What follows belongs to an exercise in optimizing a design on an open flow for small area, a short achievable clock period and few clock cycles per item; a production flow would make more cautious choices.
For this run, only the layout was checked, not whether the RTL still works.
Power is estimated from default activity; no workload was simulated.

$ cat flow/constraint.sdc
create_clock -name core_clock -period 5.0 [get_ports {clk}]
set_input_delay 1.0000 -clock core_clock [delete_from_list [all_inputs] [get_ports {clk}]]
set_output_delay 1.0000 -clock core_clock [all_outputs]
set_load 0.01 [all_outputs]
$ cat flow/config.mk
export PLATFORM = sky130hd
export DESIGN_NAME = viterbi_decoder
export DESIGN_NICKNAME = viterbi_decoder
export VERILOG_FILES = /design/flow/design.v
export SDC_FILE = /design/flow/constraint.sdc
export NUM_CORES = 4
export LEC_CHECK = 0
export ABC_AREA = 1
export CAP_MARGIN = 20
export CORE_MARGIN = 2
export CORE_UTILIZATION = 40
export SETUP_SLACK_MARGIN = 0.35
export SLEW_MARGIN = 20
$ cat flow/standard.sh
#!/bin/bash
# synth_recipe.tcl (not shown) runs the flow's synth.tcl, then flattens the netlist and writes it again
# the make line also repeats each setting of config.mk as NAME=value (left out here)
make -C /OpenROAD-flow-scripts/flow DESIGN_CONFIG=/design/flow/config.mk WORK_HOME=/design/flow/orfs CLKGATE_MAP_FILE= SYNTH_SCRIPT=/design/flow/synth_recipe.tcl "${@:-finish}"
$ cat flow/design.v
module vfront(data, cut);
  input [15:0] data;
  output [22:0] cut;
  wire new_n40, new_n41, new_n42, new_n43, new_n44, new_n45, new_n46,
    new_n47, new_n48, new_n49, new_n50, new_n51, new_n52, new_n53, new_n54,
    new_n55, new_n56, new_n57, new_n58, new_n59, new_n60, new_n61, new_n62,
    new_n63, new_n64, new_n65, new_n66, new_n67, new_n68, new_n69, new_n70,
    new_n71, new_n72, new_n73, new_n74, new_n75, new_n76, new_n77, new_n78,
    new_n79, new_n80, new_n81, new_n82, new_n83, new_n84, new_n85, new_n86,
    new_n87, new_n88, new_n89, new_n90, new_n91, new_n92, new_n93, new_n94,
    new_n95, new_n96, new_n97, new_n98, new_n99, new_n100, new_n101,
    new_n102, new_n103, new_n104, new_n105, new_n106, new_n107, new_n108,
    new_n109, new_n110, new_n111, new_n112, new_n113, new_n114, new_n115,
    new_n116, new_n117, new_n118, new_n119, new_n120, new_n121, new_n122,
    new_n123, new_n124, new_n125, new_n126, new_n127, new_n128, new_n129,
    new_n130, new_n131, new_n132, new_n133, new_n134, new_n135, new_n136,
    new_n137, new_n138, new_n139, new_n140, new_n141, new_n142, new_n143,
    new_n144, new_n145, new_n146, new_n147, new_n148, new_n149, new_n150,
    new_n151, new_n152, new_n153, new_n154, new_n155, new_n156, new_n157,
    new_n159, new_n160, new_n161, new_n162, new_n163, new_n165, new_n166,
    new_n167, new_n168, new_n169, new_n170, new_n171, new_n172, new_n173,
    new_n174, new_n175, new_n176, new_n177, new_n178, new_n179, new_n180,
    new_n181, new_n182, new_n183, new_n184, new_n185, new_n186, new_n187,
    new_n188, new_n189, new_n190, new_n191, new_n192, new_n194, new_n195,
    new_n196, new_n197, new_n198, new_n199, new_n200, new_n201, new_n202,
    new_n203, new_n204, new_n205, new_n206, new_n207, new_n208, new_n209,
    new_n210, new_n211, new_n212, new_n213, new_n214, new_n215, new_n216,
    new_n217, new_n218, new_n219, new_n220, new_n221, new_n222, new_n223,
    new_n225, new_n226, new_n228, new_n229, new_n230, new_n231, new_n232,
    new_n233, new_n235, new_n236, new_n237, new_n238, new_n239, new_n240,
    new_n241, new_n242, new_n243, new_n244, new_n245, new_n246, new_n247,
    new_n248, new_n249, new_n250, new_n251, new_n252, new_n253, new_n254,
    new_n255, new_n256, new_n257, new_n258, new_n259, new_n260, new_n261,
    new_n262, new_n263, new_n264, new_n265, new_n266, new_n267, new_n268,
    new_n269, new_n270, new_n271, new_n272, new_n273, new_n274, new_n275,
    new_n276, new_n277, new_n278, new_n279, new_n280, new_n281, new_n282,
    new_n284, new_n285, new_n286, new_n287, new_n289, new_n290, new_n291,
    new_n292, new_n293, new_n294, new_n295, new_n297, new_n298, new_n299,
    new_n300, new_n301, new_n302, new_n303, new_n304, new_n305, new_n306,
    new_n307, new_n308, new_n309, new_n310, new_n311, new_n312, new_n313,
    new_n315, new_n316, new_n317, new_n318, new_n320, new_n321, new_n322,
    new_n324, new_n325, new_n327, new_n328, new_n330, new_n332, new_n333,
    new_n335, new_n336;
  assign new_n40 = data[10] & ~data[11];
  assign new_n41 = ~data[10] & data[11];
  assign new_n42 = ~new_n40 & ~new_n41;
  assign new_n43 = data[12] & ~new_n42;
  assign new_n44 = ~data[12] & new_n42;
  assign new_n45 = ~new_n43 & ~new_n44;
  assign new_n46 = data[14] & data[15];
  assign new_n47 = data[12] & ~data[13];
  assign new_n48 = ~data[12] & data[13];
  assign new_n49 = ~new_n47 & ~new_n48;
  assign new_n50 = new_n46 & new_n49;
  assign new_n51 = ~data[14] & ~data[15];
  assign new_n52 = ~new_n49 & new_n51;
  assign new_n53 = ~new_n50 & ~new_n52;
  assign new_n54 = ~new_n45 & new_n53;
  assign new_n55 = data[8] & ~data[9];
  assign new_n56 = ~data[8] & data[9];
  assign new_n57 = ~new_n55 & ~new_n56;
  assign new_n58 = data[10] & ~new_n57;
  assign new_n59 = ~data[10] & new_n57;
  assign new_n60 = ~new_n58 & ~new_n59;
  assign new_n61 = new_n49 & ~new_n60;
  assign new_n62 = ~new_n49 & new_n60;
  assign new_n63 = ~new_n61 & ~new_n62;
  assign new_n64 = new_n54 & ~new_n63;
  assign new_n65 = data[8] & ~new_n42;
  assign new_n66 = ~data[8] & new_n42;
  assign new_n67 = ~new_n65 & ~new_n66;
  assign new_n68 = new_n64 & new_n67;
  assign new_n69 = data[7] & ~new_n57;
  assign new_n70 = ~data[7] & new_n57;
  assign new_n71 = ~new_n69 & ~new_n70;
  assign new_n72 = ~data[6] & ~data[7];
  assign new_n73 = data[6] & data[7];
  assign new_n74 = ~new_n72 & ~new_n73;
  assign new_n75 = ~new_n46 & ~new_n51;
  assign new_n76 = new_n63 & new_n75;
  assign new_n77 = new_n45 & new_n53;
  assign new_n78 = new_n67 & new_n77;
  assign new_n79 = ~new_n76 & new_n78;
  assign new_n80 = new_n71 & new_n79;
  assign new_n81 = ~new_n74 & ~new_n80;
  assign new_n82 = ~new_n67 & new_n77;
  assign new_n83 = ~new_n57 & new_n82;
  assign new_n84 = ~new_n76 & new_n83;
  assign new_n85 = ~new_n67 & new_n75;
  assign new_n86 = new_n67 & ~new_n75;
  assign new_n87 = ~new_n85 & ~new_n86;
  assign new_n88 = new_n57 & new_n87;
  assign new_n89 = ~new_n57 & ~new_n87;
  assign new_n90 = new_n57 & ~new_n67;
  assign new_n91 = ~new_n89 & ~new_n90;
  assign new_n92 = ~new_n88 & new_n91;
  assign new_n93 = ~new_n53 & new_n63;
  assign new_n94 = data[10] & ~new_n51;
  assign new_n95 = ~data[10] & ~new_n46;
  assign new_n96 = ~new_n94 & ~new_n95;
  assign new_n97 = data[11] & data[13];
  assign new_n98 = ~data[11] & ~data[13];
  assign new_n99 = ~new_n97 & ~new_n98;
  assign new_n100 = ~new_n96 & ~new_n99;
  assign new_n101 = new_n53 & ~new_n63;
  assign new_n102 = new_n100 & ~new_n101;
  assign new_n103 = ~new_n93 & new_n102;
  assign new_n104 = ~new_n92 & new_n103;
  assign new_n105 = ~new_n84 & ~new_n104;
  assign new_n106 = data[6] & ~data[7];
  assign new_n107 = new_n105 & new_n106;
  assign new_n108 = new_n82 & new_n105;
  assign new_n109 = ~data[6] & data[7];
  assign new_n110 = new_n57 & new_n96;
  assign new_n111 = ~new_n76 & ~new_n110;
  assign new_n112 = new_n99 & ~new_n111;
  assign new_n113 = ~new_n88 & new_n112;
  assign new_n114 = new_n109 & ~new_n113;
  assign new_n115 = ~new_n108 & new_n114;
  assign new_n116 = ~new_n107 & ~new_n115;
  assign new_n117 = new_n67 & new_n93;
  assign new_n118 = ~new_n116 & ~new_n117;
  assign new_n119 = ~new_n81 & ~new_n118;
  assign new_n120 = ~new_n89 & new_n103;
  assign new_n121 = data[7] & new_n120;
  assign new_n122 = new_n57 & ~new_n87;
  assign new_n123 = new_n112 & ~new_n122;
  assign new_n124 = ~data[7] & new_n123;
  assign new_n125 = ~new_n121 & ~new_n124;
  assign new_n126 = new_n82 & new_n125;
  assign new_n127 = ~new_n116 & ~new_n126;
  assign new_n128 = new_n116 & new_n125;
  assign new_n129 = ~new_n127 & ~new_n128;
  assign new_n130 = ~new_n119 & ~new_n129;
  assign new_n131 = ~data[6] & new_n57;
  assign new_n132 = new_n63 & ~new_n75;
  assign new_n133 = ~new_n101 & ~new_n132;
  assign new_n134 = ~new_n77 & ~new_n133;
  assign new_n135 = new_n96 & new_n134;
  assign new_n136 = new_n131 & new_n135;
  assign new_n137 = new_n64 & ~new_n67;
  assign new_n138 = ~new_n57 & new_n137;
  assign new_n139 = ~new_n135 & ~new_n138;
  assign new_n140 = ~data[6] & ~new_n67;
  assign new_n141 = ~new_n139 & new_n140;
  assign new_n142 = ~data[7] & new_n141;
  assign new_n143 = new_n64 & new_n86;
  assign new_n144 = new_n68 & new_n109;
  assign new_n145 = ~new_n143 & ~new_n144;
  assign new_n146 = ~new_n142 & new_n145;
  assign new_n147 = ~new_n136 & new_n146;
  assign new_n148 = new_n130 & new_n147;
  assign new_n149 = ~new_n91 & new_n134;
  assign new_n150 = ~new_n73 & ~new_n137;
  assign new_n151 = ~new_n149 & ~new_n150;
  assign new_n152 = new_n82 & new_n110;
  assign new_n153 = ~new_n57 & new_n78;
  assign new_n154 = ~new_n152 & ~new_n153;
  assign new_n155 = ~new_n123 & new_n154;
  assign new_n156 = new_n139 & new_n155;
  assign new_n157 = ~new_n72 & ~new_n156;
  assign cut[7] = new_n151 | new_n157;
  assign new_n159 = new_n91 & new_n134;
  assign new_n160 = new_n74 & ~new_n159;
  assign new_n161 = ~new_n135 & ~new_n160;
  assign new_n162 = ~cut[7] & new_n161;
  assign new_n163 = data[6] & new_n162;
  assign cut[4] = ~new_n148 | new_n163;
  assign new_n165 = ~new_n71 & cut[4];
  assign new_n166 = new_n68 & ~new_n165;
  assign new_n167 = ~new_n104 & ~new_n113;
  assign new_n168 = new_n68 & ~new_n71;
  assign new_n169 = new_n167 & ~new_n168;
  assign new_n170 = ~new_n116 & ~new_n169;
  assign new_n171 = data[6] & ~new_n123;
  assign new_n172 = ~data[6] & ~new_n120;
  assign new_n173 = new_n116 & ~new_n172;
  assign new_n174 = ~new_n171 & new_n173;
  assign new_n175 = ~new_n170 & ~new_n174;
  assign new_n176 = data[6] & ~new_n57;
  assign new_n177 = ~new_n131 & ~new_n176;
  assign new_n178 = new_n54 & ~new_n75;
  assign new_n179 = new_n63 & new_n178;
  assign new_n180 = new_n177 & new_n179;
  assign new_n181 = ~new_n116 & ~new_n178;
  assign new_n182 = new_n63 & new_n181;
  assign new_n183 = ~new_n180 & ~new_n182;
  assign new_n184 = new_n175 & ~new_n183;
  assign new_n185 = new_n137 & ~new_n177;
  assign new_n186 = ~new_n79 & ~new_n185;
  assign new_n187 = ~new_n181 & ~new_n186;
  assign new_n188 = new_n74 & new_n133;
  assign new_n189 = new_n167 & new_n188;
  assign new_n190 = ~new_n129 & ~new_n189;
  assign new_n191 = ~new_n187 & new_n190;
  assign new_n192 = ~new_n184 & new_n191;
  assign cut[0] = new_n166 | ~new_n192;
  assign new_n194 = new_n175 & ~new_n180;
  assign new_n195 = ~data[7] & ~new_n96;
  assign new_n196 = data[7] & new_n96;
  assign new_n197 = ~new_n195 & ~new_n196;
  assign new_n198 = new_n132 & ~new_n197;
  assign new_n199 = ~new_n93 & ~new_n137;
  assign new_n200 = new_n67 & ~new_n177;
  assign new_n201 = ~new_n74 & ~new_n200;
  assign new_n202 = ~new_n199 & new_n201;
  assign new_n203 = ~new_n198 & ~new_n202;
  assign new_n204 = new_n148 & new_n181;
  assign new_n205 = ~new_n71 & ~new_n204;
  assign new_n206 = ~new_n53 & ~new_n67;
  assign new_n207 = new_n77 & ~new_n140;
  assign new_n208 = new_n167 & ~new_n207;
  assign new_n209 = new_n84 & new_n208;
  assign new_n210 = ~new_n84 & ~new_n208;
  assign new_n211 = ~new_n209 & ~new_n210;
  assign new_n212 = ~new_n206 & new_n211;
  assign new_n213 = ~new_n205 & new_n212;
  assign new_n214 = new_n133 & new_n148;
  assign new_n215 = ~new_n74 & ~new_n75;
  assign new_n216 = new_n68 & ~new_n215;
  assign new_n217 = ~new_n71 & new_n215;
  assign new_n218 = new_n82 & new_n197;
  assign new_n219 = new_n217 & new_n218;
  assign new_n220 = ~new_n189 & ~new_n219;
  assign new_n221 = ~new_n216 & new_n220;
  assign new_n222 = ~new_n214 & new_n221;
  assign new_n223 = new_n194 & new_n222;
  assign cut[2] = new_n213 | ~new_n223;
  assign new_n225 = ~new_n203 & ~cut[2];
  assign new_n226 = new_n194 & ~new_n225;
  assign cut[1] = new_n119 | ~new_n226;
  assign new_n228 = ~new_n167 & new_n178;
  assign new_n229 = ~new_n79 & new_n116;
  assign new_n230 = ~new_n228 & new_n229;
  assign new_n231 = new_n205 & ~new_n230;
  assign new_n232 = ~new_n170 & ~new_n202;
  assign new_n233 = new_n221 & new_n232;
  assign cut[3] = new_n231 | ~new_n233;
  assign new_n235 = ~new_n75 & new_n100;
  assign new_n236 = ~new_n46 & ~new_n94;
  assign new_n237 = new_n235 & ~new_n236;
  assign new_n238 = ~new_n97 & ~new_n236;
  assign new_n239 = new_n98 & ~new_n235;
  assign new_n240 = ~new_n238 & ~new_n239;
  assign new_n241 = ~new_n237 & new_n240;
  assign new_n242 = ~new_n98 & new_n236;
  assign new_n243 = ~new_n238 & ~new_n242;
  assign new_n244 = ~data[8] & ~data[9];
  assign new_n245 = data[12] & ~new_n244;
  assign new_n246 = ~new_n235 & ~new_n245;
  assign new_n247 = ~new_n243 & ~new_n246;
  assign new_n248 = ~data[12] & new_n243;
  assign new_n249 = data[8] & data[9];
  assign new_n250 = ~new_n248 & new_n249;
  assign new_n251 = ~new_n247 & ~new_n250;
  assign new_n252 = new_n241 & ~new_n251;
  assign new_n253 = ~new_n98 & ~new_n236;
  assign new_n254 = ~new_n97 & ~new_n253;
  assign new_n255 = new_n251 & new_n254;
  assign new_n256 = ~new_n252 & ~new_n255;
  assign new_n257 = ~cut[7] & new_n256;
  assign new_n258 = new_n56 & ~new_n178;
  assign new_n259 = new_n96 & new_n99;
  assign new_n260 = ~data[12] & ~new_n259;
  assign new_n261 = ~data[11] & data[13];
  assign new_n262 = data[10] & ~new_n46;
  assign new_n263 = ~new_n51 & ~new_n262;
  assign new_n264 = new_n261 & new_n263;
  assign new_n265 = data[11] & ~data[13];
  assign new_n266 = ~new_n263 & new_n265;
  assign new_n267 = ~new_n264 & ~new_n266;
  assign new_n268 = ~new_n260 & new_n267;
  assign new_n269 = ~new_n55 & ~new_n268;
  assign new_n270 = ~data[12] & ~new_n267;
  assign new_n271 = ~new_n269 & ~new_n270;
  assign new_n272 = ~new_n258 & new_n271;
  assign new_n273 = ~new_n96 & new_n265;
  assign new_n274 = ~new_n96 & new_n261;
  assign new_n275 = ~new_n263 & ~new_n274;
  assign new_n276 = ~new_n273 & ~new_n275;
  assign new_n277 = ~new_n272 & new_n276;
  assign new_n278 = ~new_n263 & ~new_n273;
  assign new_n279 = ~new_n274 & ~new_n278;
  assign new_n280 = new_n272 & new_n279;
  assign new_n281 = ~new_n277 & ~new_n280;
  assign new_n282 = cut[7] & ~new_n281;
  assign cut[5] = new_n257 | new_n282;
  assign new_n284 = new_n244 & ~new_n268;
  assign new_n285 = ~new_n251 & ~new_n284;
  assign new_n286 = ~cut[7] & ~new_n285;
  assign new_n287 = cut[7] & ~new_n272;
  assign cut[6] = ~new_n286 & ~new_n287;
  assign new_n289 = new_n109 & ~new_n143;
  assign new_n290 = ~new_n57 & new_n68;
  assign new_n291 = new_n78 & new_n110;
  assign new_n292 = ~new_n83 & ~new_n291;
  assign new_n293 = ~new_n113 & new_n292;
  assign new_n294 = ~new_n290 & new_n293;
  assign new_n295 = new_n161 & new_n294;
  assign cut[10] = ~new_n289 & ~new_n295;
  assign new_n297 = ~new_n56 & ~new_n268;
  assign new_n298 = new_n55 & ~new_n178;
  assign new_n299 = ~new_n270 & ~new_n298;
  assign new_n300 = ~new_n297 & new_n299;
  assign new_n301 = new_n276 & ~new_n300;
  assign new_n302 = new_n279 & new_n300;
  assign new_n303 = ~new_n301 & ~new_n302;
  assign new_n304 = cut[10] & ~new_n303;
  assign new_n305 = data[12] & ~new_n249;
  assign new_n306 = ~new_n235 & ~new_n305;
  assign new_n307 = ~new_n243 & ~new_n306;
  assign new_n308 = new_n244 & ~new_n248;
  assign new_n309 = ~new_n307 & ~new_n308;
  assign new_n310 = ~new_n241 & ~new_n309;
  assign new_n311 = ~new_n254 & new_n309;
  assign new_n312 = ~new_n310 & ~new_n311;
  assign new_n313 = ~cut[10] & ~new_n312;
  assign cut[8] = new_n304 | new_n313;
  assign new_n315 = cut[10] & ~new_n300;
  assign new_n316 = new_n249 & ~new_n268;
  assign new_n317 = ~new_n309 & ~new_n316;
  assign new_n318 = ~cut[10] & ~new_n317;
  assign cut[9] = ~new_n315 & ~new_n318;
  assign new_n320 = ~new_n72 & ~new_n137;
  assign new_n321 = ~new_n149 & ~new_n320;
  assign new_n322 = ~new_n73 & ~new_n156;
  assign cut[13] = new_n321 | new_n322;
  assign new_n324 = new_n256 & ~cut[13];
  assign new_n325 = ~new_n281 & cut[13];
  assign cut[11] = new_n324 | new_n325;
  assign new_n327 = ~new_n285 & ~cut[13];
  assign new_n328 = ~new_n272 & cut[13];
  assign cut[12] = ~new_n327 & ~new_n328;
  assign new_n330 = new_n106 & ~new_n143;
  assign cut[16] = ~new_n295 & ~new_n330;
  assign new_n332 = ~new_n303 & cut[16];
  assign new_n333 = ~new_n312 & ~cut[16];
  assign cut[14] = new_n332 | new_n333;
  assign new_n335 = ~new_n300 & cut[16];
  assign new_n336 = ~new_n317 & ~cut[16];
  assign cut[15] = ~new_n335 & ~new_n336;
  assign cut[17] = data[0];
  assign cut[18] = data[1];
  assign cut[19] = data[2];
  assign cut[20] = data[3];
  assign cut[21] = data[4];
  assign cut[22] = data[5];
endmodule
module vback(cut, dout);
  input [22:0] cut;
  output [7:0] dout;
  wire new_n32, new_n33, new_n34, new_n35, new_n36, new_n37, new_n38,
    new_n39, new_n40, new_n41, new_n42, new_n43, new_n44, new_n45, new_n46,
    new_n47, new_n48, new_n49, new_n50, new_n51, new_n52, new_n53, new_n54,
    new_n55, new_n56, new_n57, new_n58, new_n59, new_n60, new_n61, new_n62,
    new_n63, new_n64, new_n65, new_n66, new_n67, new_n68, new_n69, new_n70,
    new_n71, new_n72, new_n73, new_n74, new_n75, new_n76, new_n77, new_n78,
    new_n79, new_n80, new_n81, new_n82, new_n83, new_n84, new_n85, new_n86,
    new_n87, new_n88, new_n89, new_n90, new_n91, new_n92, new_n93, new_n94,
    new_n95, new_n96, new_n97, new_n98, new_n99, new_n100, new_n101,
    new_n102, new_n103, new_n104, new_n105, new_n106, new_n107, new_n108,
    new_n109, new_n110, new_n111, new_n112, new_n113, new_n114, new_n115,
    new_n116, new_n117, new_n118, new_n119, new_n120, new_n121, new_n122,
    new_n123, new_n124, new_n125, new_n126, new_n127, new_n128, new_n129,
    new_n130, new_n131, new_n132, new_n133, new_n134, new_n135, new_n136,
    new_n137, new_n138, new_n139, new_n140, new_n141, new_n142, new_n143,
    new_n144, new_n145, new_n146, new_n147, new_n148, new_n149, new_n150,
    new_n151, new_n152, new_n153, new_n154, new_n155, new_n156, new_n157,
    new_n158, new_n159, new_n160, new_n161, new_n162, new_n163, new_n164,
    new_n165, new_n166, new_n167, new_n168, new_n169, new_n170, new_n171,
    new_n172, new_n173, new_n174, new_n175, new_n176, new_n177, new_n178,
    new_n179, new_n180, new_n181, new_n182, new_n183, new_n184, new_n185,
    new_n186, new_n187, new_n188, new_n189, new_n190, new_n191, new_n192,
    new_n193, new_n194, new_n195, new_n196, new_n197, new_n198, new_n199,
    new_n200, new_n201, new_n202, new_n203, new_n204, new_n205, new_n206,
    new_n207, new_n208, new_n209, new_n210, new_n211, new_n212, new_n213,
    new_n214, new_n215, new_n216, new_n217, new_n218, new_n219, new_n220,
    new_n221, new_n222, new_n223, new_n224, new_n225, new_n226, new_n227,
    new_n228, new_n229, new_n230, new_n231, new_n232, new_n233, new_n234,
    new_n235, new_n236, new_n237, new_n238, new_n239, new_n240, new_n241,
    new_n242, new_n243, new_n244, new_n245, new_n246, new_n247, new_n248,
    new_n249, new_n250, new_n251, new_n252, new_n253, new_n254, new_n255,
    new_n256, new_n257, new_n258, new_n259, new_n260, new_n261, new_n262,
    new_n263, new_n264, new_n265, new_n266, new_n267, new_n268, new_n269,
    new_n270, new_n271, new_n272, new_n273, new_n274, new_n275, new_n276,
    new_n277, new_n278, new_n279, new_n280, new_n281, new_n282, new_n283,
    new_n284, new_n285, new_n286, new_n287, new_n288, new_n289, new_n290,
    new_n291, new_n292, new_n293, new_n294, new_n295, new_n296, new_n297,
    new_n298, new_n299, new_n300, new_n301, new_n303, new_n304, new_n305,
    new_n306, new_n307, new_n308, new_n309, new_n310, new_n311, new_n312,
    new_n313, new_n314, new_n315, new_n316, new_n317, new_n318, new_n319,
    new_n320, new_n321, new_n322, new_n323, new_n324, new_n326, new_n327,
    new_n328, new_n329, new_n330, new_n331, new_n332, new_n334, new_n335,
    new_n336, new_n337, new_n338, new_n339, new_n340, new_n341, new_n342,
    new_n343, new_n344, new_n345, new_n346, new_n347, new_n348, new_n349,
    new_n350, new_n352, new_n353, new_n354, new_n355, new_n356, new_n357,
    new_n358, new_n359, new_n360, new_n361, new_n362, new_n363, new_n364,
    new_n365, new_n366, new_n367, new_n368, new_n369, new_n370, new_n371,
    new_n372, new_n374, new_n375, new_n376, new_n377, new_n378, new_n379,
    new_n380, new_n381, new_n383, new_n384, new_n385, new_n386, new_n387,
    new_n388, new_n389, new_n391, new_n392, new_n393, new_n394, new_n395,
    new_n396, new_n397;
  assign new_n32 = cut[17] & ~cut[18];
  assign new_n33 = cut[19] & cut[20];
  assign new_n34 = ~cut[21] & ~cut[22];
  assign new_n35 = ~cut[1] & cut[2];
  assign new_n36 = cut[1] & ~cut[2];
  assign new_n37 = ~new_n35 & ~new_n36;
  assign new_n38 = ~cut[0] & ~cut[2];
  assign new_n39 = ~cut[3] & ~new_n38;
  assign new_n40 = ~new_n37 & new_n39;
  assign new_n41 = ~cut[4] & new_n40;
  assign new_n42 = new_n34 & new_n41;
  assign new_n43 = cut[21] & cut[22];
  assign new_n44 = cut[4] & ~new_n38;
  assign new_n45 = ~cut[2] & ~cut[4];
  assign new_n46 = ~cut[1] & ~new_n45;
  assign new_n47 = ~new_n44 & new_n46;
  assign new_n48 = ~cut[3] & cut[4];
  assign new_n49 = cut[3] & ~cut[4];
  assign new_n50 = ~new_n48 & ~new_n49;
  assign new_n51 = new_n47 & ~new_n50;
  assign new_n52 = new_n43 & new_n51;
  assign new_n53 = ~new_n42 & ~new_n52;
  assign new_n54 = new_n38 & new_n49;
  assign new_n55 = cut[0] & cut[2];
  assign new_n56 = new_n48 & new_n55;
  assign new_n57 = ~new_n54 & ~new_n56;
  assign new_n58 = ~cut[1] & ~new_n57;
  assign new_n59 = ~cut[3] & ~new_n43;
  assign new_n60 = cut[3] & ~new_n34;
  assign new_n61 = ~new_n59 & ~new_n60;
  assign new_n62 = new_n58 & new_n61;
  assign new_n63 = new_n53 & ~new_n62;
  assign new_n64 = new_n33 & new_n63;
  assign new_n65 = ~cut[19] & ~cut[20];
  assign new_n66 = ~cut[21] & cut[22];
  assign new_n67 = ~cut[0] & ~cut[1];
  assign new_n68 = ~cut[2] & ~cut[3];
  assign new_n69 = ~new_n67 & ~new_n68;
  assign new_n70 = ~cut[1] & ~cut[4];
  assign new_n71 = ~new_n69 & new_n70;
  assign new_n72 = cut[2] & cut[3];
  assign new_n73 = ~new_n68 & ~new_n72;
  assign new_n74 = new_n67 & ~new_n73;
  assign new_n75 = cut[0] & cut[1];
  assign new_n76 = ~new_n74 & ~new_n75;
  assign new_n77 = new_n71 & new_n76;
  assign new_n78 = new_n66 & new_n77;
  assign new_n79 = cut[21] & ~cut[22];
  assign new_n80 = ~cut[1] & new_n55;
  assign new_n81 = ~new_n50 & new_n80;
  assign new_n82 = ~cut[0] & ~cut[4];
  assign new_n83 = new_n68 & new_n82;
  assign new_n84 = cut[1] & new_n83;
  assign new_n85 = ~new_n81 & ~new_n84;
  assign new_n86 = new_n79 & ~new_n85;
  assign new_n87 = ~cut[3] & new_n47;
  assign new_n88 = ~cut[1] & ~cut[2];
  assign new_n89 = ~new_n66 & ~new_n88;
  assign new_n90 = ~new_n79 & new_n88;
  assign new_n91 = ~new_n89 & ~new_n90;
  assign new_n92 = new_n87 & new_n91;
  assign new_n93 = ~new_n86 & ~new_n92;
  assign new_n94 = ~new_n78 & new_n93;
  assign new_n95 = new_n65 & new_n94;
  assign new_n96 = ~new_n64 & ~new_n95;
  assign new_n97 = ~cut[3] & ~new_n82;
  assign new_n98 = cut[1] & cut[2];
  assign new_n99 = cut[0] & cut[4];
  assign new_n100 = new_n98 & ~new_n99;
  assign new_n101 = new_n97 & new_n100;
  assign new_n102 = new_n79 & new_n101;
  assign new_n103 = cut[0] & new_n49;
  assign new_n104 = new_n37 & new_n103;
  assign new_n105 = new_n66 & new_n104;
  assign new_n106 = ~new_n102 & ~new_n105;
  assign new_n107 = cut[4] & ~new_n55;
  assign new_n108 = ~cut[1] & new_n73;
  assign new_n109 = ~new_n40 & ~new_n108;
  assign new_n110 = new_n107 & ~new_n109;
  assign new_n111 = cut[3] & ~new_n43;
  assign new_n112 = ~cut[3] & ~new_n34;
  assign new_n113 = ~new_n111 & ~new_n112;
  assign new_n114 = new_n110 & new_n113;
  assign new_n115 = new_n106 & ~new_n114;
  assign new_n116 = ~new_n66 & ~new_n79;
  assign new_n117 = cut[4] & ~new_n69;
  assign new_n118 = new_n76 & new_n117;
  assign new_n119 = ~new_n67 & new_n118;
  assign new_n120 = new_n116 & new_n119;
  assign new_n121 = new_n82 & new_n98;
  assign new_n122 = ~new_n116 & new_n121;
  assign new_n123 = ~new_n120 & ~new_n122;
  assign new_n124 = new_n115 & new_n123;
  assign new_n125 = ~new_n96 & new_n124;
  assign new_n126 = ~cut[19] & cut[20];
  assign new_n127 = cut[19] & ~cut[20];
  assign new_n128 = ~new_n126 & ~new_n127;
  assign new_n129 = cut[3] & ~new_n67;
  assign new_n130 = ~new_n38 & new_n129;
  assign new_n131 = cut[0] & ~cut[2];
  assign new_n132 = ~cut[3] & ~new_n131;
  assign new_n133 = cut[4] & ~new_n88;
  assign new_n134 = ~new_n132 & new_n133;
  assign new_n135 = ~new_n130 & new_n134;
  assign new_n136 = new_n66 & new_n135;
  assign new_n137 = new_n107 & new_n130;
  assign new_n138 = new_n79 & new_n137;
  assign new_n139 = ~new_n136 & ~new_n138;
  assign new_n140 = cut[3] & cut[4];
  assign new_n141 = new_n80 & new_n140;
  assign new_n142 = new_n48 & new_n98;
  assign new_n143 = ~new_n141 & ~new_n142;
  assign new_n144 = new_n43 & ~new_n143;
  assign new_n145 = new_n45 & new_n129;
  assign new_n146 = new_n34 & new_n145;
  assign new_n147 = ~new_n144 & ~new_n146;
  assign new_n148 = new_n139 & new_n147;
  assign new_n149 = ~new_n128 & new_n148;
  assign new_n150 = ~new_n125 & ~new_n149;
  assign new_n151 = ~cut[4] & new_n98;
  assign new_n152 = new_n113 & new_n151;
  assign new_n153 = ~new_n82 & new_n92;
  assign new_n154 = ~new_n152 & ~new_n153;
  assign new_n155 = new_n126 & new_n154;
  assign new_n156 = new_n79 & new_n141;
  assign new_n157 = new_n36 & new_n103;
  assign new_n158 = new_n66 & new_n157;
  assign new_n159 = ~new_n156 & ~new_n158;
  assign new_n160 = new_n66 & new_n101;
  assign new_n161 = new_n79 & new_n104;
  assign new_n162 = ~new_n160 & ~new_n161;
  assign new_n163 = ~cut[4] & ~new_n75;
  assign new_n164 = new_n68 & new_n163;
  assign new_n165 = new_n116 & new_n164;
  assign new_n166 = cut[1] & ~new_n116;
  assign new_n167 = ~new_n57 & new_n166;
  assign new_n168 = ~new_n165 & ~new_n167;
  assign new_n169 = new_n162 & new_n168;
  assign new_n170 = new_n33 & new_n169;
  assign new_n171 = new_n159 & new_n170;
  assign new_n172 = ~new_n155 & ~new_n171;
  assign new_n173 = ~new_n66 & new_n88;
  assign new_n174 = ~new_n79 & ~new_n88;
  assign new_n175 = ~new_n173 & ~new_n174;
  assign new_n176 = new_n118 & new_n175;
  assign new_n177 = ~new_n62 & ~new_n176;
  assign new_n178 = new_n127 & new_n177;
  assign new_n179 = new_n61 & new_n110;
  assign new_n180 = ~cut[4] & ~new_n116;
  assign new_n181 = ~new_n69 & new_n180;
  assign new_n182 = ~new_n76 & new_n181;
  assign new_n183 = new_n36 & new_n116;
  assign new_n184 = new_n140 & new_n183;
  assign new_n185 = ~new_n182 & ~new_n184;
  assign new_n186 = ~new_n179 & new_n185;
  assign new_n187 = new_n72 & new_n107;
  assign new_n188 = ~cut[1] & ~cut[21];
  assign new_n189 = cut[1] & cut[21];
  assign new_n190 = ~new_n188 & ~new_n189;
  assign new_n191 = new_n187 & ~new_n190;
  assign new_n192 = new_n65 & ~new_n191;
  assign new_n193 = new_n186 & new_n192;
  assign new_n194 = ~new_n178 & ~new_n193;
  assign new_n195 = new_n172 & new_n194;
  assign new_n196 = new_n147 & ~new_n152;
  assign new_n197 = ~cut[22] & ~new_n157;
  assign new_n198 = cut[22] & ~new_n141;
  assign new_n199 = ~new_n197 & ~new_n198;
  assign new_n200 = new_n196 & ~new_n199;
  assign new_n201 = new_n33 & ~new_n200;
  assign new_n202 = new_n116 & new_n187;
  assign new_n203 = new_n139 & ~new_n176;
  assign new_n204 = ~new_n202 & new_n203;
  assign new_n205 = new_n65 & ~new_n204;
  assign new_n206 = ~new_n201 & ~new_n205;
  assign new_n207 = ~new_n195 & new_n206;
  assign new_n208 = ~new_n150 & new_n207;
  assign new_n209 = new_n32 & ~new_n208;
  assign new_n210 = ~cut[17] & cut[18];
  assign new_n211 = new_n94 & new_n186;
  assign new_n212 = new_n204 & new_n211;
  assign new_n213 = ~new_n65 & new_n212;
  assign new_n214 = ~new_n33 & new_n169;
  assign new_n215 = new_n63 & new_n214;
  assign new_n216 = new_n200 & new_n215;
  assign new_n217 = ~new_n213 & ~new_n216;
  assign new_n218 = new_n126 & ~new_n177;
  assign new_n219 = new_n127 & ~new_n154;
  assign new_n220 = ~new_n218 & ~new_n219;
  assign new_n221 = ~cut[20] & new_n159;
  assign new_n222 = cut[20] & ~new_n191;
  assign new_n223 = ~new_n221 & ~new_n222;
  assign new_n224 = new_n220 & ~new_n223;
  assign new_n225 = ~new_n150 & new_n224;
  assign new_n226 = ~new_n217 & new_n225;
  assign new_n227 = cut[18] & ~new_n226;
  assign new_n228 = new_n187 & new_n190;
  assign new_n229 = new_n65 & ~new_n228;
  assign new_n230 = new_n34 & ~new_n143;
  assign new_n231 = new_n43 & new_n145;
  assign new_n232 = ~new_n230 & ~new_n231;
  assign new_n233 = new_n61 & new_n151;
  assign new_n234 = new_n232 & ~new_n233;
  assign new_n235 = new_n159 & new_n234;
  assign new_n236 = new_n41 & new_n43;
  assign new_n237 = new_n34 & new_n51;
  assign new_n238 = ~new_n236 & ~new_n237;
  assign new_n239 = new_n58 & new_n113;
  assign new_n240 = new_n238 & ~new_n239;
  assign new_n241 = cut[20] & new_n240;
  assign new_n242 = ~new_n116 & new_n199;
  assign new_n243 = new_n168 & ~new_n242;
  assign new_n244 = new_n106 & new_n243;
  assign new_n245 = new_n241 & new_n244;
  assign new_n246 = new_n235 & new_n245;
  assign new_n247 = new_n79 & new_n135;
  assign new_n248 = new_n66 & new_n137;
  assign new_n249 = ~new_n247 & ~new_n248;
  assign new_n250 = new_n91 & new_n118;
  assign new_n251 = new_n249 & ~new_n250;
  assign new_n252 = ~new_n202 & new_n251;
  assign new_n253 = new_n87 & new_n175;
  assign new_n254 = new_n66 & ~new_n85;
  assign new_n255 = new_n77 & new_n79;
  assign new_n256 = ~new_n254 & ~new_n255;
  assign new_n257 = ~new_n253 & new_n256;
  assign new_n258 = ~new_n126 & new_n185;
  assign new_n259 = new_n257 & new_n258;
  assign new_n260 = new_n252 & new_n259;
  assign new_n261 = cut[20] & new_n199;
  assign new_n262 = ~new_n114 & ~new_n261;
  assign new_n263 = new_n260 & new_n262;
  assign new_n264 = ~new_n246 & ~new_n263;
  assign new_n265 = ~new_n229 & new_n264;
  assign new_n266 = new_n126 & new_n257;
  assign new_n267 = new_n127 & new_n240;
  assign new_n268 = ~new_n266 & ~new_n267;
  assign new_n269 = new_n123 & ~new_n179;
  assign new_n270 = new_n162 & new_n269;
  assign new_n271 = ~new_n268 & new_n270;
  assign new_n272 = new_n232 & new_n249;
  assign new_n273 = new_n128 & new_n272;
  assign new_n274 = ~new_n271 & ~new_n273;
  assign new_n275 = ~new_n239 & ~new_n250;
  assign new_n276 = new_n65 & ~new_n275;
  assign new_n277 = ~new_n82 & new_n253;
  assign new_n278 = ~new_n233 & ~new_n277;
  assign new_n279 = new_n33 & ~new_n278;
  assign new_n280 = ~new_n276 & ~new_n279;
  assign new_n281 = ~new_n274 & new_n280;
  assign new_n282 = ~new_n265 & new_n281;
  assign new_n283 = ~cut[17] & ~new_n282;
  assign new_n284 = ~new_n227 & ~new_n283;
  assign new_n285 = ~new_n210 & ~new_n284;
  assign new_n286 = new_n127 & ~new_n235;
  assign new_n287 = new_n126 & ~new_n252;
  assign new_n288 = ~new_n286 & ~new_n287;
  assign new_n289 = new_n185 & ~new_n228;
  assign new_n290 = new_n126 & new_n289;
  assign new_n291 = ~new_n114 & new_n290;
  assign new_n292 = new_n127 & new_n244;
  assign new_n293 = new_n33 & new_n275;
  assign new_n294 = new_n65 & new_n278;
  assign new_n295 = ~new_n293 & ~new_n294;
  assign new_n296 = ~new_n292 & new_n295;
  assign new_n297 = ~new_n291 & new_n296;
  assign new_n298 = new_n288 & ~new_n297;
  assign new_n299 = ~new_n274 & new_n298;
  assign new_n300 = new_n210 & ~new_n299;
  assign new_n301 = ~new_n285 & ~new_n300;
  assign dout[0] = new_n209 | ~new_n301;
  assign new_n303 = new_n127 & ~new_n234;
  assign new_n304 = new_n126 & ~new_n251;
  assign new_n305 = ~new_n32 & ~new_n304;
  assign new_n306 = ~new_n303 & new_n305;
  assign new_n307 = ~new_n299 & ~new_n306;
  assign new_n308 = ~new_n300 & ~new_n307;
  assign new_n309 = ~new_n78 & ~new_n86;
  assign new_n310 = new_n53 & ~new_n128;
  assign new_n311 = new_n309 & new_n310;
  assign new_n312 = new_n128 & new_n238;
  assign new_n313 = new_n256 & new_n312;
  assign new_n314 = ~new_n311 & ~new_n313;
  assign new_n315 = new_n280 & ~new_n314;
  assign new_n316 = new_n220 & new_n315;
  assign new_n317 = new_n208 & new_n316;
  assign new_n318 = new_n33 & ~new_n196;
  assign new_n319 = new_n65 & ~new_n203;
  assign new_n320 = ~new_n210 & ~new_n319;
  assign new_n321 = ~new_n318 & new_n320;
  assign new_n322 = new_n306 & new_n321;
  assign new_n323 = ~new_n209 & new_n322;
  assign new_n324 = ~new_n317 & ~new_n323;
  assign dout[1] = ~new_n308 | new_n324;
  assign new_n326 = ~new_n195 & ~new_n297;
  assign new_n327 = ~new_n314 & new_n326;
  assign new_n328 = cut[18] & ~new_n327;
  assign new_n329 = new_n282 & ~new_n328;
  assign new_n330 = ~dout[1] & ~new_n329;
  assign new_n331 = ~new_n306 & ~new_n316;
  assign new_n332 = new_n308 & ~new_n331;
  assign dout[2] = new_n330 | ~new_n332;
  assign new_n334 = new_n306 & ~new_n321;
  assign new_n335 = ~new_n209 & ~new_n334;
  assign new_n336 = ~new_n317 & ~new_n335;
  assign new_n337 = new_n33 & ~new_n336;
  assign new_n338 = new_n213 & ~new_n337;
  assign new_n339 = new_n65 & ~new_n336;
  assign new_n340 = ~new_n338 & ~new_n339;
  assign new_n341 = ~cut[18] & ~new_n327;
  assign new_n342 = new_n226 & ~new_n341;
  assign new_n343 = ~dout[1] & ~new_n342;
  assign new_n344 = ~new_n336 & ~new_n343;
  assign new_n345 = new_n340 & ~new_n344;
  assign new_n346 = new_n127 & new_n330;
  assign new_n347 = new_n260 & ~new_n346;
  assign new_n348 = new_n126 & new_n330;
  assign new_n349 = dout[2] & ~new_n348;
  assign new_n350 = ~new_n347 & new_n349;
  assign dout[3] = new_n345 | new_n350;
  assign new_n352 = new_n127 & new_n332;
  assign new_n353 = new_n260 & ~new_n352;
  assign new_n354 = dout[2] & new_n353;
  assign new_n355 = ~new_n348 & ~new_n354;
  assign new_n356 = ~new_n340 & ~new_n344;
  assign new_n357 = new_n355 & ~new_n356;
  assign new_n358 = new_n34 & new_n355;
  assign new_n359 = ~new_n72 & new_n180;
  assign new_n360 = new_n43 & ~new_n355;
  assign new_n361 = ~new_n359 & ~new_n360;
  assign new_n362 = ~new_n358 & new_n361;
  assign new_n363 = ~new_n357 & new_n362;
  assign new_n364 = ~new_n70 & new_n132;
  assign new_n365 = ~new_n130 & ~new_n364;
  assign new_n366 = new_n116 & new_n365;
  assign new_n367 = ~new_n79 & ~new_n366;
  assign new_n368 = ~new_n345 & ~new_n367;
  assign new_n369 = ~new_n66 & ~new_n366;
  assign new_n370 = new_n345 & ~new_n369;
  assign new_n371 = ~new_n368 & ~new_n370;
  assign new_n372 = dout[3] & new_n371;
  assign dout[4] = new_n363 | new_n372;
  assign new_n374 = cut[10] & new_n363;
  assign new_n375 = cut[7] & ~new_n357;
  assign new_n376 = ~new_n362 & new_n375;
  assign new_n377 = dout[3] & ~new_n371;
  assign new_n378 = cut[13] & new_n377;
  assign new_n379 = cut[16] & new_n372;
  assign new_n380 = ~new_n378 & ~new_n379;
  assign new_n381 = ~new_n376 & new_n380;
  assign dout[5] = new_n374 | ~new_n381;
  assign new_n383 = cut[9] & new_n363;
  assign new_n384 = cut[6] & ~new_n357;
  assign new_n385 = ~new_n362 & new_n384;
  assign new_n386 = cut[12] & new_n377;
  assign new_n387 = cut[15] & new_n372;
  assign new_n388 = ~new_n386 & ~new_n387;
  assign new_n389 = ~new_n385 & new_n388;
  assign dout[6] = new_n383 | ~new_n389;
  assign new_n391 = cut[8] & new_n363;
  assign new_n392 = cut[5] & ~new_n357;
  assign new_n393 = ~new_n362 & new_n392;
  assign new_n394 = cut[11] & new_n377;
  assign new_n395 = cut[14] & new_n372;
  assign new_n396 = ~new_n394 & ~new_n395;
  assign new_n397 = ~new_n393 & new_n396;
  assign dout[7] = new_n391 | ~new_n397;
endmodule
module viterbi_decoder(clk, rst, en, data, data_out, done_flag);
    input clk, rst, en;
    input [15:0] data;
    output [7:0] data_out;
    output reg done_flag;
    wire [22:0] cut;
    reg  [22:0] cut_q;
    vfront head (.data(data), .cut(cut));
    vback  tail (.cut(cut_q), .dout(data_out));
    always @(posedge clk or posedge rst)
        if (rst) done_flag <= 1'b0;
        else     done_flag <= en;
    always @(posedge clk)
        cut_q <= cut;
endmodule
$ cat flow/flow/run.sh
#!/bin/bash
# The standard layout (the standard.sh, on the standard synthesis script) with two
# changes:
#  - ADDER_MAP_FILE is empty, so Yosys does not extract half/full adders into
#    sky130 ha/fa cells before ABC; ABC maps that logic with the rest.
#  - the port buffers inserted before global placement are sky130_fd_sc_hd__buf_2
#    instead of the resizer's default pick (a clkdlybuf4s50 delay cell).
# Registers and their names are those of the standard synthesis.
set -euo pipefail
export BUFFER_PORTS_ARGS="-buffer_cell sky130_fd_sc_hd__buf_2"
bash standard.sh ADDER_MAP_FILE= finish > standard.log 2>&1
==> flow_summary.json <==
{
  "status": "complete, no violations",
  "clockBufferDepth": 2,
  "synthAdderAreaFrac_pct": 0,
  "max_slew_margin_pct": 50.41,
  "grt_max_degree": 16,
  "clk_pin_slew_ns": 0.09,
  "dp_hpwl_mm": 8.800,
  "slew_violations": 0,
  "critPathMaxFanout": 11,
  "ir_drop_uv": 191.5,
  "grtUsageTotal_pct": 23.31,
  "rows": 33,
  "power_frac_seq_pct": 20.6,
  "synth_top_area_cell": "nand2_1",
  "hold_slack_ns": 0.5462,
  "synth_seq_cells": 24,
  "required_ns": 4.00,
  "end_kind": "output port",
  "worst_path_max_delay_cell": "dfxtp_2",
  "synth_mux_area_share_pct": 2.909,
  "power_frac_comb_pct": 67.9,
  "ys_seq_area_share_pct": 14.11,
  "synthSimpleGateAreaFrac_pct": 58.33,
  "synth_compound_area_share_pct": 12.40,
  "synth_edf_count": 0,
  "place.gp.congestion": 0.9618,
  "async_flop_share_pct": 4.167,
  "timing.fmax_mhz": 236.9,
  "start_kind": "register",
  "first_pass_iters": 8,
  "fillerInstances": 928,
  "period_share_pct": 84.43,
  "portBuffers": 27,
  "ys_types": 45,
  "area_delta_synth_final_pct": 10.33,
  "drtIter0Drc": 251,
  "grt_pass1_wl_mm": 18.62,
  "cts_hold_buf": 0,
  "critPathArrivalTime_ns": 3.22,
  "fin_tns_setup_ns": 0,
  "critPathMostFrequentCell": "nand2_1",
  "die_w_um": 96.75,
  "max_stage_delay_ns": 0.49,
  "yosys_warnings": 1,
  "num_vias": 4343,
  "viasPerCell": 5.504,
  "intPower_uw": 666.9,
  "routed_wl_mm": 10.93,
  "htree_levels": 1,
  "cts_tree": "built",
  "numCtsBuffers": 3,
  "synthTopCellsByArea": "nand2_1 25%, dfxtp_1 13%, nand3_1 11%",
  "p_per_area_nw_per_um2": 382.7,
  "ios": 28,
  "synth_area_um2": 3441,
  "setup_viol": 0,
  "power_leakage_uw": 0.002135,
  "clock-root-buffer": "clkbuf_8",
  "critPathCapture": "data_out[7]",
  "clkSinkCount": 24,
  "switching_share_pct": 54.10,
  "die_y_um": 96.75,
  "fin_ws_ns": 0.7783,
  "ys.flop_type": "dfxtp_1",
  "die_area_um2": 9360,
  "initial_core_util_pct": 41.67,
  "hold_viol": 0,
  "p_clk_share_pct": 11.6,
  "grt_pass1_vias": 4125,
  "switchingPower_uw": 786.1,
  "drc": 0,
  "syn-num-nets": 673,
  "drtAntennaViolNets": 0,
  "fin_crit_ns": 4.222,
  "synth_top_area_share_pct": 24.98,
  "synthCells": 654,
  "critPathLaunch": "cut_q[1]$_DFF_P_",
  "grt-ovfl-total": 0,
  "path_cells": "clkinvlp_4 > nand2_1 > nand2_1 > nand2_1 > nand2_1 > nand3_1 > inv_1 > nor2_1 > nand2_1 > nor2_1 > nor2_1 > nor2_1 > nand2_1 > nand3_1 > nand2_1 > nand2_1 > nand3_1 > nand2_1 > nor2_1 > nor2_1 > nand2_1 > buf_2",
  "cap_violations": 0,
  "grt_setup_unrepaired": "no",
  "holdCritPathClass": "primary input to asynchronous set/reset pin",
  "post_dp_cell_area_um2": 3665,
  "synth_xor_area_share_pct": 2.291,
  "critPathKind": "register to output port",
  "antenna_found_initial": 0,
  "place_ws_ns": 0.7958,
  "antenna_cells": 0,
  "core_area_um2": 8258,
  "max_slew.worst_pin.slew_ns": 0.7382,
  "final_layout_size_suffix_gt1_share_pct": 13.01,
  "synth_top_family_by_area": "simple AND/OR/NAND/NOR gates",
  "routedWlPerCell_um": 13.85,
  "syn_avg_cell_area_um2": 5.261,
  "layout.nets": 704,
  "finalInstanceArea_um2": 3796
}
-- layout by cell type, fill, tap and decap left out, drive strengths merged, types with 2 or more instances in the layout --
master    instances
a21oi            22
and2              2
buf              35
clkbuf            3
clkinvlp          2
dfxtp            23
inv              74
mux2i            10
nand2           239
nand3            80
nand3b            4
nand4            21
nor2             98
nor3             10
o21ai            37
o22ai             2
o311ai            2
or2               2
xor2              6
-- metal layers --
layer | GRT usage (%) | share of wire (%) | vias to the layer above
li1 | - | - | 2184
met1 | 29.35 | 42 | 1909
met2 | 38.89 | 46 | 204
met3 | 3.685 | 7.9 | 46
met4 | 10.94 | 3.7 | 0
met5 | 0 | 0 | -
-- sequential cells by signal, summed over array words and instances (netlist names) --
signal and count:
done_flag 1, cut_q 23
-- kinds of logic after synthesis --
family          count (synthesis)
simple gates                  457
buf+inv                        85
compound gates                 72
flops                          24
mux                            10
xor+xnor                        6
-- power groups by stage --
stage | Combinational, µW | Clock [µW] | Sequential, µW
2_1_floorplan | 753 | 0 | 256
3_3_place_gp | 955 | 0 | 298
3_5_place_dp | 943 | 0 | 296
4_1_cts | 947 | 173 | 292
5_1_grt | 1110 | 185 | 306
6_report | 986 | 168 | 299
-- repair_timing --
item                                    in CTS  in global routing
endpoints found under the setup margin       0                  4
resized for setup                            0                  7
buffers inserted                             0                  6
-- layout make-up --
cell class	instances	area (µm²)	share of cell area, %
inverters	76	292.8	7.713
flip-flops and latches	24	490.5	12.92
multi-input cells	545	2615	68.89
clock inverters	1	30.03	0.7910
repair buffers	35	195.2	5.142
clock buffers	3	41.29	1.088
well taps	105	131.4	3.461
-- cell usage after synthesis, types with 3 or more instances --
| master | n |
|---|---|
| nor2_1 | 87 |
| dfxtp_1 | 23 |
| a21oi_1 | 20 |
| clkbuf_1 | 3 |
| nand3_1 | 77 |
| o21ai_1 | 3 |
| inv_2 | 5 |
| mux2i_1 | 10 |
| nand2_2 | 9 |
| nand4_1 | 21 |
| o21ai_2 | 5 |
| nor3_1 | 10 |
| buf_4 | 3 |
| nand3b_1 | 3 |
| o21ai_0 | 29 |
| nand2_1 | 229 |
| nand3_2 | 3 |
| xor2_1 | 4 |
| inv_1 | 70 |
| nor2_2 | 9 |
-- worst min path at each step --
| stage | startpoint | to | slack (ns) | cells past startpoint |
|---|---|---|---|---|
| 6_report | rst | done_flag$_DFF_PP0_ | 0.55 | 2 |
| 3_5_place_dp | rst | done_flag$_DFF_PP0_ | 0.84 | 2 |
| 5_1_grt | rst | done_flag$_DFF_PP0_ | 0.53 | 2 |
| 4_1_cts | rst | done_flag$_DFF_PP0_ | 0.54 | 2 |
| 2_1_floorplan | rst | done_flag$_DFF_PP0_ | 0.73 | 1 |
| 3_3_place_gp | rst | done_flag$_DFF_PP0_ | 0.83 | 2 |
-- worst max-delay path: cells and delay by family (launching register included) --
kind / cells / cell delay [ns]
flip-flops: 1 / 0.49
AND/OR/NAND/NOR: 19 / 2.00
buffers and inverters: 3 / 0.45
-- stage by stage --
stage / cells / total power, µW / utilization, %
after floorplan: 654 / 1009 / -
after global placement: 779 / 1253 / 44.38
after detailed placement: 779 / 1240 / 44.38
after CTS: 783 / 1412 / 45.24
after global routing: 789 / 1598 / 45.97
final: 789 / 1453 / 45.97

[static timing again, ports no longer ideal]
No port has a modelled driver above. Below, the same layout with a new extraction and two added sets of constraints. Step 1 (the two cells are an assumption about what drives the block):
set clk [get_ports {clk}]
set_driving_cell -lib_cell sky130_fd_sc_hd__clkbuf_16 $clk
set_driving_cell -lib_cell sky130_fd_sc_hd__buf_2 [delete_from_list [all_inputs] $clk]
Step 2 also shifts input and output timing later by t, the mid clock arrival at the registers, as if the neighbouring blocks saw the same clock. Three values: ideal ports, drivers, drivers and shift; two values: the first two.
shift t [ns]: 0.287
setup slack, ns: 0.778 / 0.752 / 1.039
cell pins on the clock port's net: 1
After both steps this run still meets setup and hold. The setup slack of this run moves by -0.026 ns with the drivers and by +0.261 ns with both steps.
